Source: an optimization exercise on an open RTL-to-GDS flow (aim: small area and a short achievable clock period). Production flows keep margins and buffers that such runs may drop.
Function was checked by simulation only, so behaviour that the tests miss may differ from the original.

**flow/design.v**
```verilog
module gcd_input (
    input  wire        Clk,
    input  wire        Reset,
    input  wire        Start,
    input  wire [14:0] Ain,
    input  wire [14:0] Bin,
    output reg  [14:0] Xout,
    output reg  [14:0] Yout,
    output reg  [3:0]  Kout
);
wire [14:0] oi  = Ain | Bin;
wire        z8  = ~|oi[7:0];
wire        z4  = z8 ? ~|oi[11:8] : ~|oi[3:0];
wire [14:0] a8  = z8 ? {8'b0, Ain[14:8]} : Ain;
wire [14:0] b8  = z8 ? {8'b0, Bin[14:8]} : Bin;
reg  [14:0] a0, b0;
reg  [3:2]  k0;
reg         v0;
always @(posedge Clk or negedge Reset)
    if (!Reset)      v0 <= 1'b0;
    else if (Start)  v0 <= |oi;
always @(posedge Clk)
    if (Start) begin
        a0 <= z4 ? {4'b0, a8[14:4]} : a8;
        b0 <= z4 ? {4'b0, b8[14:4]} : b8;
        k0 <= {z8, z4};
    end
wire [14:0] o0  = a0 | b0;
wire        z2  = ~|o0[1:0];
wire        z1  = z2 ? ~o0[2] : ~o0[0];
wire [14:0] a2  = z2 ? {2'b0, a0[14:2]} : a0;
wire [14:0] b2  = z2 ? {2'b0, b0[14:2]} : b0;
wire [14:0] as  = z1 ? {1'b0, a2[14:1]} : a2;
wire [14:0] bs  = z1 ? {1'b0, b2[14:1]} : b2;
wire        aodd = as[0];
wire [14:0] ys  = aodd ? bs : as;
always @(posedge Clk or negedge Reset)
    if (!Reset) begin
        Xout[0] <= 1'b0;
        Yout[0] <= 1'b0;
    end else if (Start) begin
        Xout[0] <= v0;
        Yout[0] <= ys[0];
    end
always @(posedge Clk)
    if (Start) begin
        Xout[14:1] <= aodd ? as[14:1] : bs[14:1];
        Yout[14:1] <= ys[14:1];
        Kout       <= {k0, z2, z1};
    end
endmodule
module gcd_plc #(
    parameter WYI = 14,
    parameter WYO = 14,
    parameter WXS = 15
)(
    input  wire           Clk,
    input  wire           Reset,
    input  wire           Start,
    input  wire [14:0]    Xin,
    input  wire [WYI-1:0] Yin,
    input  wire [3:0]     Kin,
    output reg  [14:0]    Xout,
    output reg  [WYO-1:0] Yout,
    output reg  [3:0]     Kout
);
localparam WP = WYI - 1;                  
localparam WQ = WXS - 1;                  
localparam W  = (WP > WQ) ? WP : WQ;
wire [W-1:0] p = Yin[WYI-1:1];
wire [W-1:0] q = Xin[WXS-1:1];
wire         yo = Yin[0];
wire [W-1:0] qm = q & {W{yo}};
wire [W-1:0] h = ~(p ^ qm);
wire [W-1:0] g = p & ~qm;
reg [W-1:0] gg, hh;
localparam DMAX = (W > 8) ? 8 : (W > 4) ? 4 : (W > 2) ? 2 : 1;
integer d, i;
always @* begin
    gg = g;
    hh = h;
    for (d = 1; d < W; d = d * 2) begin
        for (i = 2 * d - 1; i < W; i = i + 2 * d) begin
            gg[i] = gg[i] | (hh[i] & gg[i - d]);
            hh[i] = hh[i] & hh[i - d];
        end
    end
    for (d = DMAX / 2; d >= 1; d = d / 2)
        for (i = 3 * d - 1; i < W; i = i + 2 * d) begin
            gg[i] = gg[i] | (hh[i] & gg[i - d]);
            hh[i] = hh[i] & hh[i - d];
        end
end
wire [W:0]   c0 = {gg, 1'b0};             
wire [W:0]   c1 = {gg | hh, 1'b1};        
wire         ge = c1[W];                  
wire [W-1:0] yn = h ^ (ge ? c1[W-1:0] : ~c0[W-1:0]);
wire [14:0]  xs = Yin;
always @(posedge Clk or negedge Reset)
    if (!Reset) begin
        Xout[0] <= 1'b0;
        Yout[0] <= 1'b0;
    end else if (Start) begin
        Xout[0] <= Xin[0];
        Yout[0] <= yn[0];
    end
always @(posedge Clk)
    if (Start) begin
        Xout[14:1] <= ge ? Xin[14:1] : xs[14:1];
        Kout       <= Kin;
    end
generate
    if (WYO > 1) begin : yhi
        always @(posedge Clk)
            if (Start) Yout[WYO-1:1] <= yn[WYO-1:1];
    end
endgenerate
endmodule
module gcd_plc_last (
    input  wire           Clk,
    input  wire           Reset,
    input  wire           Start,
    input  wire [14:0]    Xin,
    input  wire [3:0]     Kin,
    output reg  [14:0]    Xout,
    output reg  [3:0]     Kout
);
always @(posedge Clk or negedge Reset)
    if (!Reset)      Xout[0] <= 1'b0;
    else if (Start)  Xout[0] <= Xin[0];
always @(posedge Clk)
    if (Start) begin
        Xout[14:1] <= Xin[14:1];
        Kout       <= Kin;
    end
endmodule
module gcd_output (
    input  wire        Clk,
    input  wire        Reset,
    input  wire        Start,
    input  wire [14:0] Xin,
    input  wire [3:0]  Kin,
    output reg  [14:0] Pout,
    output reg         Done
);
reg  [14:0] r;
reg         v;
always @(posedge Clk or negedge Reset)
    if (!Reset)      v <= 1'b0;
    else if (Start)  v <= Xin[0];
always @(posedge Clk)
    if (Start)
        r <= Xin << Kin;
always @(posedge Clk or negedge Reset)
    if (!Reset) begin
        Pout <= 15'b0;
        Done <= 1'b0;
    end else if (Start && v) begin
        Pout <= r;
        Done <= 1'b1;
    end
endmodule
module gcd_top
#(
    parameter DATA_WIDTH = 16,
    parameter PIPELINE_DEPTH = 31
)(
    input wire                          Clk,
    input wire                          Reset,
    input wire                          Start,
    input wire  signed [DATA_WIDTH-1:0] A,
    input wire  signed [DATA_WIDTH-1:0] B,
    output wire signed [DATA_WIDTH-1:0] Result,
    output wire                         Done
);
wire [14:0] x0;
wire [14:0] y0;
wire [3:0] k0;
wire [14:0] x1;
wire [13:0] y1;
wire [3:0] k1;
wire [14:0] x2;
wire [13:0] y2;
wire [3:0] k2;
wire [14:0] x3;
wire [13:0] y3;
wire [3:0] k3;
wire [14:0] x4;
wire [13:0] y4;
wire [3:0] k4;
wire [14:0] x5;
wire [13:0] y5;
wire [3:0] k5;
wire [14:0] x6;
wire [13:0] y6;
wire [3:0] k6;
wire [14:0] x7;
wire [13:0] y7;
wire [3:0] k7;
wire [14:0] x8;
wire [13:0] y8;
wire [3:0] k8;
wire [14:0] x9;
wire [13:0] y9;
wire [3:0] k9;
wire [14:0] x10;
wire [13:0] y10;
wire [3:0] k10;
wire [14:0] x11;
wire [13:0] y11;
wire [3:0] k11;
wire [14:0] x12;
wire [13:0] y12;
wire [3:0] k12;
wire [14:0] x13;
wire [13:0] y13;
wire [3:0] k13;
wire [14:0] x14;
wire [13:0] y14;
wire [3:0] k14;
wire [14:0] x15;
wire [13:0] y15;
wire [3:0] k15;
wire [14:0] x16;
wire [12:0] y16;
wire [3:0] k16;
wire [14:0] x17;
wire [11:0] y17;
wire [3:0] k17;
wire [14:0] x18;
wire [10:0] y18;
wire [3:0] k18;
wire [14:0] x19;
wire [9:0] y19;
wire [3:0] k19;
wire [14:0] x20;
wire [8:0] y20;
wire [3:0] k20;
wire [14:0] x21;
wire [7:0] y21;
wire [3:0] k21;
wire [14:0] x22;
wire [6:0] y22;
wire [3:0] k22;
wire [14:0] x23;
wire [5:0] y23;
wire [3:0] k23;
wire [14:0] x24;
wire [4:0] y24;
wire [3:0] k24;
wire [14:0] x25;
wire [3:0] y25;
wire [3:0] k25;
wire [14:0] x26;
wire [2:0] y26;
wire [3:0] k26;
wire [14:0] x27;
wire [1:0] y27;
wire [3:0] k27;
wire [14:0] x28;
wire [0:0] y28;
wire [3:0] k28;
wire [14:0] x29;
wire [3:0] k29;
gcd_input input_inst (
    .Clk(Clk), .Reset(Reset), .Start(Start),
    .Ain(A[14:0]), .Bin(B[14:0]),
    .Xout(x0), .Yout(y0), .Kout(k0)
);
gcd_plc #(.WYI(15), .WYO(14), .WXS(15)) step1 (
    .Clk(Clk), .Reset(Reset), .Start(Start),
    .Xin(x0), .Yin(y0), .Kin(k0),
    .Xout(x1), .Yout(y1), .Kout(k1)
);
gcd_plc #(.WYI(14), .WYO(14), .WXS(15)) step2 (
    .Clk(Clk), .Reset(Reset), .Start(Start),
    .Xin(x1), .Yin(y1), .Kin(k1),
    .Xout(x2), .Yout(y2), .Kout(k2)
);
gcd_plc #(.WYI(14), .WYO(14), .WXS(15)) step3 (
    .Clk(Clk), .Reset(Reset), .Start(Start),
    .Xin(x2), .Yin(y2), .Kin(k2),
    .Xout(x3), .Yout(y3), .Kout(k3)
);
gcd_plc #(.WYI(14), .WYO(14), .WXS(15)) step4 (
    .Clk(Clk), .Reset(Reset), .Start(Start),
    .Xin(x3), .Yin(y3), .Kin(k3),
    .Xout(x4), .Yout(y4), .Kout(k4)
);
gcd_plc #(.WYI(14), .WYO(14), .WXS(15)) step5 (
    .Clk(Clk), .Reset(Reset), .Start(Start),
    .Xin(x4), .Yin(y4), .Kin(k4),
    .Xout(x5), .Yout(y5), .Kout(k5)
);
gcd_plc #(.WYI(14), .WYO(14), .WXS(15)) step6 (
    .Clk(Clk), .Reset(Reset), .Start(Start),
    .Xin(x5), .Yin(y5), .Kin(k5),
    .Xout(x6), .Yout(y6), .Kout(k6)
);
gcd_plc #(.WYI(14), .WYO(14), .WXS(15)) step7 (
    .Clk(Clk), .Reset(Reset), .Start(Start),
    .Xin(x6), .Yin(y6), .Kin(k6),
    .Xout(x7), .Yout(y7), .Kout(k7)
);
gcd_plc #(.WYI(14), .WYO(14), .WXS(15)) step8 (
    .Clk(Clk), .Reset(Reset), .Start(Start),
    .Xin(x7), .Yin(y7), .Kin(k7),
    .Xout(x8), .Yout(y8), .Kout(k8)
);
gcd_plc #(.WYI(14), .WYO(14), .WXS(15)) step9 (
    .Clk(Clk), .Reset(Reset), .Start(Start),
    .Xin(x8), .Yin(y8), .Kin(k8),
    .Xout(x9), .Yout(y9), .Kout(k9)
);
gcd_plc #(.WYI(14), .WYO(14), .WXS(15)) step10 (
    .Clk(Clk), .Reset(Reset), .Start(Start),
    .Xin(x9), .Yin(y9), .Kin(k9),
    .Xout(x10), .Yout(y10), .Kout(k10)
);
gcd_plc #(.WYI(14), .WYO(14), .WXS(15)) step11 (
    .Clk(Clk), .Reset(Reset), .Start(Start),
    .Xin(x10), .Yin(y10), .Kin(k10),
    .Xout(x11), .Yout(y11), .Kout(k11)
);
gcd_plc #(.WYI(14), .WYO(14), .WXS(15)) step12 (
    .Clk(Clk), .Reset(Reset), .Start(Start),
    .Xin(x11), .Yin(y11), .Kin(k11),
    .Xout(x12), .Yout(y12), .Kout(k12)
);
gcd_plc #(.WYI(14), .WYO(14), .WXS(15)) step13 (
    .Clk(Clk), .Reset(Reset), .Start(Start),
    .Xin(x12), .Yin(y12), .Kin(k12),
    .Xout(x13), .Yout(y13), .Kout(k13)
);
gcd_plc #(.WYI(14), .WYO(14), .WXS(15)) step14 (
    .Clk(Clk), .Reset(Reset), .Start(Start),
    .Xin(x13), .Yin(y13), .Kin(k13),
    .Xout(x14), .Yout(y14), .Kout(k14)
);
gcd_plc #(.WYI(14), .WYO(14), .WXS(15)) step15 (
    .Clk(Clk), .Reset(Reset), .Start(Start),
    .Xin(x14), .Yin(y14), .Kin(k14),
    .Xout(x15), .Yout(y15), .Kout(k15)
);
gcd_plc #(.WYI(14), .WYO(13), .WXS(14)) step16 (
    .Clk(Clk), .Reset(Reset), .Start(Start),
    .Xin(x15), .Yin(y15), .Kin(k15),
    .Xout(x16), .Yout(y16), .Kout(k16)
);
gcd_plc #(.WYI(13), .WYO(12), .WXS(13)) step17 (
    .Clk(Clk), .Reset(Reset), .Start(Start),
    .Xin(x16), .Yin(y16), .Kin(k16),
    .Xout(x17), .Yout(y17), .Kout(k17)
);
gcd_plc #(.WYI(12), .WYO(11), .WXS(12)) step18 (
    .Clk(Clk), .Reset(Reset), .Start(Start),
    .Xin(x17), .Yin(y17), .Kin(k17),
    .Xout(x18), .Yout(y18), .Kout(k18)
);
gcd_plc #(.WYI(11), .WYO(10), .WXS(11)) step19 (
    .Clk(Clk), .Reset(Reset), .Start(Start),
    .Xin(x18), .Yin(y18), .Kin(k18),
    .Xout(x19), .Yout(y19), .Kout(k19)
);
gcd_plc #(.WYI(10), .WYO(9), .WXS(10)) step20 (
    .Clk(Clk), .Reset(Reset), .Start(Start),
    .Xin(x19), .Yin(y19), .Kin(k19),
    .Xout(x20), .Yout(y20), .Kout(k20)
);
gcd_plc #(.WYI(9), .WYO(8), .WXS(9)) step21 (
    .Clk(Clk), .Reset(Reset), .Start(Start),
    .Xin(x20), .Yin(y20), .Kin(k20),
    .Xout(x21), .Yout(y21), .Kout(k21)
);
gcd_plc #(.WYI(8), .WYO(7), .WXS(8)) step22 (
    .Clk(Clk), .Reset(Reset), .Start(Start),
    .Xin(x21), .Yin(y21), .Kin(k21),
    .Xout(x22), .Yout(y22), .Kout(k22)
);
gcd_plc #(.WYI(7), .WYO(6), .WXS(7)) step23 (
    .Clk(Clk), .Reset(Reset), .Start(Start),
    .Xin(x22), .Yin(y22), .Kin(k22),
    .Xout(x23), .Yout(y23), .Kout(k23)
);
gcd_plc #(.WYI(6), .WYO(5), .WXS(6)) step24 (
    .Clk(Clk), .Reset(Reset), .Start(Start),
    .Xin(x23), .Yin(y23), .Kin(k23),
    .Xout(x24), .Yout(y24), .Kout(k24)
);
gcd_plc #(.WYI(5), .WYO(4), .WXS(5)) step25 (
    .Clk(Clk), .Reset(Reset), .Start(Start),
    .Xin(x24), .Yin(y24), .Kin(k24),
    .Xout(x25), .Yout(y25), .Kout(k25)
);
gcd_plc #(.WYI(4), .WYO(3), .WXS(4)) step26 (
    .Clk(Clk), .Reset(Reset), .Start(Start),
    .Xin(x25), .Yin(y25), .Kin(k25),
    .Xout(x26), .Yout(y26), .Kout(k26)
);
gcd_plc #(.WYI(3), .WYO(2), .WXS(3)) step27 (
    .Clk(Clk), .Reset(Reset), .Start(Start),
    .Xin(x26), .Yin(y26), .Kin(k26),
    .Xout(x27), .Yout(y27), .Kout(k27)
);
gcd_plc #(.WYI(2), .WYO(1), .WXS(2)) step28 (
    .Clk(Clk), .Reset(Reset), .Start(Start),
    .Xin(x27), .Yin(y27), .Kin(k27),
    .Xout(x28), .Yout(y28), .Kout(k28)
);
gcd_plc_last step29 (
    .Clk(Clk), .Reset(Reset), .Start(Start),
    .Xin(x28), .Kin(k28),
    .Xout(x29), .Kout(k29)
);
gcd_output output_inst (
    .Clk(Clk), .Reset(Reset), .Start(Start),
    .Xin(x29), .Kin(k29),
    .Pout(Result[14:0]), .Done(Done)
);
assign Result[15] = 1'b0;
endmodule
```
**flow/run.sh**
```bash
#!/bin/bash
# synth_recipe.tcl (not shown) runs the flow's synth.tcl, then flattens the netlist and writes it again
# the make line also repeats each setting of config.mk as NAME=value (left out here)
make -C /OpenROAD-flow-scripts/flow DESIGN_CONFIG=/design/flow/config.mk WORK_HOME=/design/flow/orfs CLKGATE_MAP_FILE= SYNTH_SCRIPT=/design/flow/synth_recipe.tcl finish
```
**flow/config.mk**
```make
export PLATFORM = sky130hd
export DESIGN_NAME = gcd_top
export DESIGN_NICKNAME = gcd_top
export VERILOG_FILES = /design/flow/design.v
export SDC_FILE = /design/flow/constraint.sdc
export NUM_CORES = 4
export LEC_CHECK = 0
export ABC_AREA = 1
export CAP_MARGIN = 20
export CORE_MARGIN = 2
export CORE_UTILIZATION = 60
export CTS_CLUSTER_DIAMETER = 100
export CTS_CLUSTER_SIZE = 25
export PLACE_DENSITY = 0.7
export SETUP_SLACK_MARGIN = 1.8
export SLEW_MARGIN = 20
```
**flow/constraint.sdc**
```tcl
create_clock -name core_clock -period 4.5 [get_ports {Clk}]
set_input_delay 0.9000 -clock core_clock [delete_from_list [all_inputs] [get_ports {Clk}]]
set_output_delay 0.9000 -clock core_clock [all_outputs]
set_load 0.01 [all_outputs]
```
==> results.toml, run 1 <==
[outcome]
status = "complete, no violations"

[drt]
drc = 0
drt-total-wl_mm = 113
vias_per_cell = 5.38
wl_per_cell_um = 14.2
drt_iter0_markers = 3252
drtPass1Iterations = 6
ant_nets = 0
vias = 42700

[critical_path]
crit_fanout = 14
r2r-start = "step5.Yout[0]"
reg2reg_to = "step6.Xout[8]"
crit_path_start = "step5.Yout[0]"
reg2reg_setup_slack_ps = 1840
max_stage_delay_ps = 390
path_cells = "clkbuf_4 > nand2_1 > ha_1 > a21oi_2 > o21ai_0 > nor2_1 > nand3_4 > nand2_8 > buf_4 > nand2_8 > nand2_1 > nand2_1"
cp-endpoint = "step6.Xout[8]"
required_ps = 4870
end_kind = "flop"
path_class = "reg -> reg"
start_kind = "flop"
crit_arrival_ps = 3040
rr_worst_depth = 12
cp_slowest_cell = "dfrtp_2"
cp_common_cell = "nand2_1"

[clock_network]
insertion_delay_ps = 640
clockRootBuffer = "clkbuf_16"
cts_tree = "yes"
h-tree-depth = 2
cts_max_path_buffers = 3
numCtsBuffers = 46
cts_sinks = 950
cts_hold_buf = 0
clk_pin_slew_ps = 100

[timing]
period_share = 0.592
hold_slack_ps = 320
fmax_mhz = 375
finClkSkew_ps = 21.3
hold_viol = 0
setup_violations = 0
finalSetupTns_ps = 0
slew_headroom = 0.308
worst_slew_pin_slew_ps = 1040
slew_violations = 0
rsz0062_at_grt = "yes"
min_period_ps = 2660
setup_ws_ps = 1840

[logic_synthesis]
synth_flop_cell = "edfxtp_1"
synth-seq-area-share = 0.507
synth_cell_types = 50
syn_inst = 6632
synth_warnings = 18
syn-cell-area_um2 = 55500
synth_edf_count = 874
syn-num-nets = 6980
ys_ff_latch = 950
async_flop_share = 0.0800
synth.avg_cell_area_um2 = 8.37

[floorplanning]
start_util = 0.606
dieArea_um2 = 95000
ios = 52
core-area_um2 = 91700
die_y_um = 308
die_x_um = 308
rows = 111

[final_layout]
drive_above_1_share = 0.0839
syn2layout_area_growth_pct = 9.07
diodes = 0
postLayoutCellArea_um2 = 60600
fin_nets = 7067
final_core_util = 0.661

[grt]
grt_pass1_vias = 38200
antenna_found_initial = 0
grt_overflow_total = 0
grt_max_degree = 204
grt_usage = 0.227
grt_first_pass_wirelength_mm = 181

[run]
cap_violations = 0

[placement]
pre_cts_ws_ps = 1070
place_hpwl_mm = 76.7
placed_cell_area_um2 = 56600
portBuffers = 48
gp_congestion = 0.864

[min_path]
min-delay-path-class = "in -> async"
-- cell type report --
cell class / instances / area, um2
Timing Repair Buffer: 188 / 1860
Tap cell: 1186 / 1480
Clock buffer: 75 / 1320
Timing Repair inverter: 3 / 22.5
Multi-Input combinational cell: 4784 / 24600
Clock inverter: 11 / 163
Inverter: 746 / 2880
Sequential cell: 950 / 28200
Fill cell: 7460 / 31100
-- logic make-up (layout without fill, tap and decap cells) --
logic type / Yosys count / count (layout) / synth area share
flops: 950 / 950 / 0.507
other cells: 1 / 1 / 0.0000675
xor+xnor: 16 / 16 / 0.00252
fa+ha+maj: 313 / 313 / 0.0705
compound gates: 555 / 555 / 0.0545
buf+inv: 933 / 1023 / 0.0693
mux: 25 / 25 / 0.00494
simple gates: 3839 / 3874 / 0.291
-- what timing repair did --
action                     in CTS  in global routing
gates resized for setup        57                167
cloned                          7                 31
buffers inserted               29                 94
pin swaps                       5                 43
setup endpoints to repair     497                559
-- critical path, delay by kind of cell (launching register included) --
kind / cells / cell delay [ps]
adders and majority gates: 1 / 330
and+or+nand+nor: 7 / 1000
buffers and inverters: 2 / 360
DFF: 1 / 390
AOI/OAI and AO/OA: 2 / 300
-- placed cells by master, fill, tap and decap left out, drive strengths merged, types with 2 or more instances in the layout --
| cell type | count |
|---|---|
| o221ai | 3 |
| nor2 | 238 |
| inv | 740 |
| clkdlybuf4s50 | 46 |
| nand3b | 103 |
| edfxtp | 874 |
| o21bai | 46 |
| mux2i | 6 |
| a21o | 3 |
| bufinv | 2 |
| a21boi | 3 |
| clkinv | 7 |
| o21ai | 208 |
| or2 | 18 |
| buf | 136 |
| nor3 | 31 |
| nand4 | 28 |
| a211oi | 14 |
| xor2 | 13 |
| o211ai | 9 |
| mux2 | 19 |
| clkinvlp | 11 |
| nand2 | 3003 |
| nor4 | 2 |
| xnor2 | 3 |
| a21oi | 262 |
| nand3 | 450 |
| dfrtp | 76 |
| ha | 313 |
| a31oi | 3 |
| clkbuf | 81 |
-- how the worst min path moves through the flow --
stage	slack, ps	to	cells past startpoint
global placement	400	step19.Kout[3]	0
detailed placement	400	step11.Kout[2]	0
CTS	320	input_inst.v0	1
finish	320	step7.Yout[0]	1
floorplan	400	input_inst.Kout[2]	0
global route	340	input_inst.v0	1
-- stage by stage --
stage,std cells
finish,7943
global route,7943
CTS,7818
detailed placement,7696
global placement,7696
floorplan,6632
-- synthesized netlist by cell type (4+ instances only) --
library cell,number,area [um2]
ha_1,313,3920
xor2_1,13,114
clkbuf_1,83,312
o211ai_1,9,67.6
nand2_4,21,236
nor3_2,19,190
inv_1,717,2690
o21ai_1,14,70.1
o21ai_2,4,35.0
a21oi_2,5,43.8
dfrtp_1,76,1900
nand2_1,2877,10800
nand2_2,67,419
nand4_1,28,175
nand2_8,5,100
buf_2,49,245
or2_2,18,113
o21bai_1,46,345
mux2_2,19,214
mux2i_1,6,60.1
nand3_1,430,2150
a211oi_1,14,105
a21oi_1,257,1290
nand3b_1,103,773
nand3_2,16,160
buf_4,34,255
nor3_1,12,60.1
nor2_2,15,93.8
nor2_1,223,837
inv_2,27,101
edfxtp_1,874,26200
buf_6,18,203
o21ai_0,190,951
-- metal layers --
metal,wire length [um],part of all wire,up-vias,global-route usage
li1,-,-,21800,-
met1,52100,0.46,19800,0.317
met2,53700,0.47,916,0.385
met3,5170,0.046,157,0.0205
met4,2220,0.020,0,0.0546
met5,0,0,-,0
==> inputs of run 2 (changes only) <==
--- a/flow/config.mk
+++ b/flow/config.mk
@@ -10,6 +10,6 @@
 export CORE_MARGIN = 2
-export CORE_UTILIZATION = 60
+export CORE_UTILIZATION = 70
 export CTS_CLUSTER_DIAMETER = 100
 export CTS_CLUSTER_SIZE = 25
-export PLACE_DENSITY = 0.7
+export PLACE_DENSITY = 0.8
 export SETUP_SLACK_MARGIN = 1.8
==> results.toml, run 2 <==
[logic_synthesis]
async_flop_share = 0.0800
post-synth-top-count-cell = "nand2_1"
synth_edf_count = 874
synth_largest_area_cell = "edfxtp_1"
synth_flop_cell = "edfxtp_1"
synthTopCellsByArea = "edfxtp_1, nand2_1, ha_1, inv_1, nand3_1"
syn_inst = 6632
synth-seq-area-share = 0.507
yosysTopAreaCellShare = 0.473
synth_warnings = 18
syn-cell-area_um2 = 55500
synth_cell_types = 50
syn-num-nets = 6980
synth_common_cells = "nand2_1, edfxtp_1, inv_1"
ys_ff_latch = 950
synth.avg_cell_area_um2 = 8.37

[timing]
rsz0062_at_grt = "yes"
hold_viol = 0
setup_violations = 0
slew_violations = 0
finClkSkew_ps = 30.9
finalSetupTns_ps = 0
fmax_mhz = 377
slew_headroom = 0.357
period_share = 0.589
worst_slew_pin_slew_ps = 965
min_period_ps = 2650

[final_layout]
fill_cells = 5491
final_common_cell = "nand2_1"
drive_above_1_share = 0.0754
fin_nets = 7047
layout_common_cells = "nand2_1, edfxtp_1, inv_1"
final_core_util = 0.761
diodes = 0
syn2layout_area_growth_pct = 7.92

[critical_path]
rr_worst_depth = 16
required_ps = 4910
r2r-start = "step2.Yout[0]"
start_kind = "flop"
reg2reg_to = "step3.Yout[4]"
crit_fanout = 15
path_class = "reg -> reg"
end_kind = "flop"
crit_path_start = "step2.Yout[0]"
reg2reg_setup_slack_ps = 1850
crit_arrival_ps = 3070

[drt]
drt_iter0_markers = 3555
m1WireLength_mm = 47.1
drt-total-wl_mm = 113
drc = 0
wl_met3_mm = 5.82
vias_per_cell = 5.56
ant_nets = 0
wl_per_cell_um = 14.5
top_layer_used = "met4"
vias = 43300
wl_met2_mm = 55.8
drtPass1Iterations = 6

[outcome]
status = "complete, no violations"

[grt]
grt_overflow_total = 0
antenna_found_initial = 1
grt_usage = 0.260
grt_first_pass_wirelength_mm = 179
grt_pass1_vias = 39100
grt_max_degree = 172

[clock_network]
cts_tree = "yes"
cts_hold_buf = 0
h-tree-depth = 2
clk_pin_slew_ps = 110
cts_max_path_buffers = 3
cts_sinks = 950
insertion_delay_ps = 630
clockRootBuffer = "clkbuf_16"
numCtsBuffers = 44

[floorplanning]
ios = 52
rows = 103
dieArea_um2 = 81600
die_x_um = 286
start_util = 0.705
die_y_um = 286
core-area_um2 = 78700

[placement]
portBuffers = 48
place_hpwl_mm = 76.2
gp_congestion = 0.862

[min_path]
min-delay-path-class = "in -> async"

[run]
cap_violations = 0
-- run 2: cell counts after synthesis --
No cell type changed its count.
-- run 2: routing by layer --
layer | GRT usage | vias up
met1 | 0.341 | 20100
met2 | 0.454 | 1185
met5 | 0 | -
li1 | - | 21800
met3 | 0.0263 | 269
met4 | 0.0868 | 0
-- run 2: through the flow --
stage | instances | worst slack [ps] | hold slack, ps | area [um2]
finish | 7785 | 1850 | 322 | 59900
global route | 7785 | 1720 | 388 | 59900
CTS | 7658 | 1800 | 343 | 58100
detailed placement | 7560 | 1340 | 405 | 56500
global placement | 7560 | 1390 | 400 | 56500
floorplan | 6632 | 1980 | 400 | 55500
-- run 2: what timing repair did --
action                     CTS  global route
setup buffers               14            92
cloned                       2            35
setup endpoints to repair  492           556
pin swaps                    1            33
gates resized for setup     48           134
-- run 2: kinds of logic (layout without fill, tap and decap cells) --
kind of cell | count (synthesis) | in the layout | synth area share
flip-flops | 950 | 950 | 0.507
multiplexers | 25 | 25 | 0.00494
XOR/XNOR | 16 | 16 | 0.00252
adder cells (fa/ha/maj) | 313 | 313 | 0.0705
AND/OR/NAND/NOR | 3839 | 3873 | 0.291
other | 1 | 1 | 0.0000675
buffers and inverters | 933 | 1002 | 0.0693
AO/OA/AOI/OAI | 555 | 555 | 0.0545
-- run 2: worst max path at each step --
stage	endpoint	cells past startpoint
3_5_place_dp	step17.Yout[8]	12
5_1_grt	step3.Yout[7]	16
2_1_floorplan	step8.Yout[10]	17
3_3_place_gp	input_inst.a0[1]	9
6_report	step3.Yout[4]	16
4_1_cts	step23.Yout[2]	12
-- run 2: area by class of cell --
type | count | area [um2] | share of cell area
repair buffers | 172 | 1720 | 0.0286
repair inverters | 2 | 15.0 | 0.000251
clock inverters | 6 | 75.1 | 0.00125
multi-input cells | 4783 | 24500 | 0.409
inverters | 746 | 2860 | 0.0478
clock buffers | 76 | 1230 | 0.0205
well taps | 1050 | 1310 | 0.0219
flip-flops and latches | 950 | 28200 | 0.470
-- run 2: worst max-delay path, stage by stage, from the launching register on --
cell,delay (ps)
dfrtp_2,370
buf_4,150
nand2_1,60
ha_1,330
nand2_1,150
inv_1,80
a21oi_1,190
nand2_1,140
nand2_1,110
nand3_2,140
nand2_8,180
nand2_8,100
buf_6,180
nand2_1,90
nand2_1,70
nand2_1,60
nand2_1,50

[afterwards: timing with drivers on the ports]
The flow's constraints put no driver on any port. The routed layouts listed below were extracted and timed again, unchanged, in two steps.
Step 1 (the two cells are an assumption about what drives the block):
set clk [get_ports {Clk}]
set_driving_cell -lib_cell sky130_fd_sc_hd__clkbuf_16 $clk
set_driving_cell -lib_cell sky130_fd_sc_hd__buf_2 [delete_from_list [all_inputs] $clk]
Step 2, shift: input delay + t, output delay - t, t = (earliest + latest rising clock arrival at the registers) / 2. This alone moves slack from input paths to output paths.
a / b / c = ideal / step 1 / step 2; a / b = the first two.
| run | t, ns | setup WS [ns] | pins driven straight from the clock port |
|---|---|---|---|
| run 1 | 0.712 | 1.835 / 1.835 / 1.338 | 1 |
| run 2 | 0.694 | 1.847 / 1.847 / 1.371 | 1 |
After both steps every run listed still meets setup and hold. For run 1, which loses most, drivers alone change the setup slack by 0.000 ns; drivers and shift together by -0.497 ns.
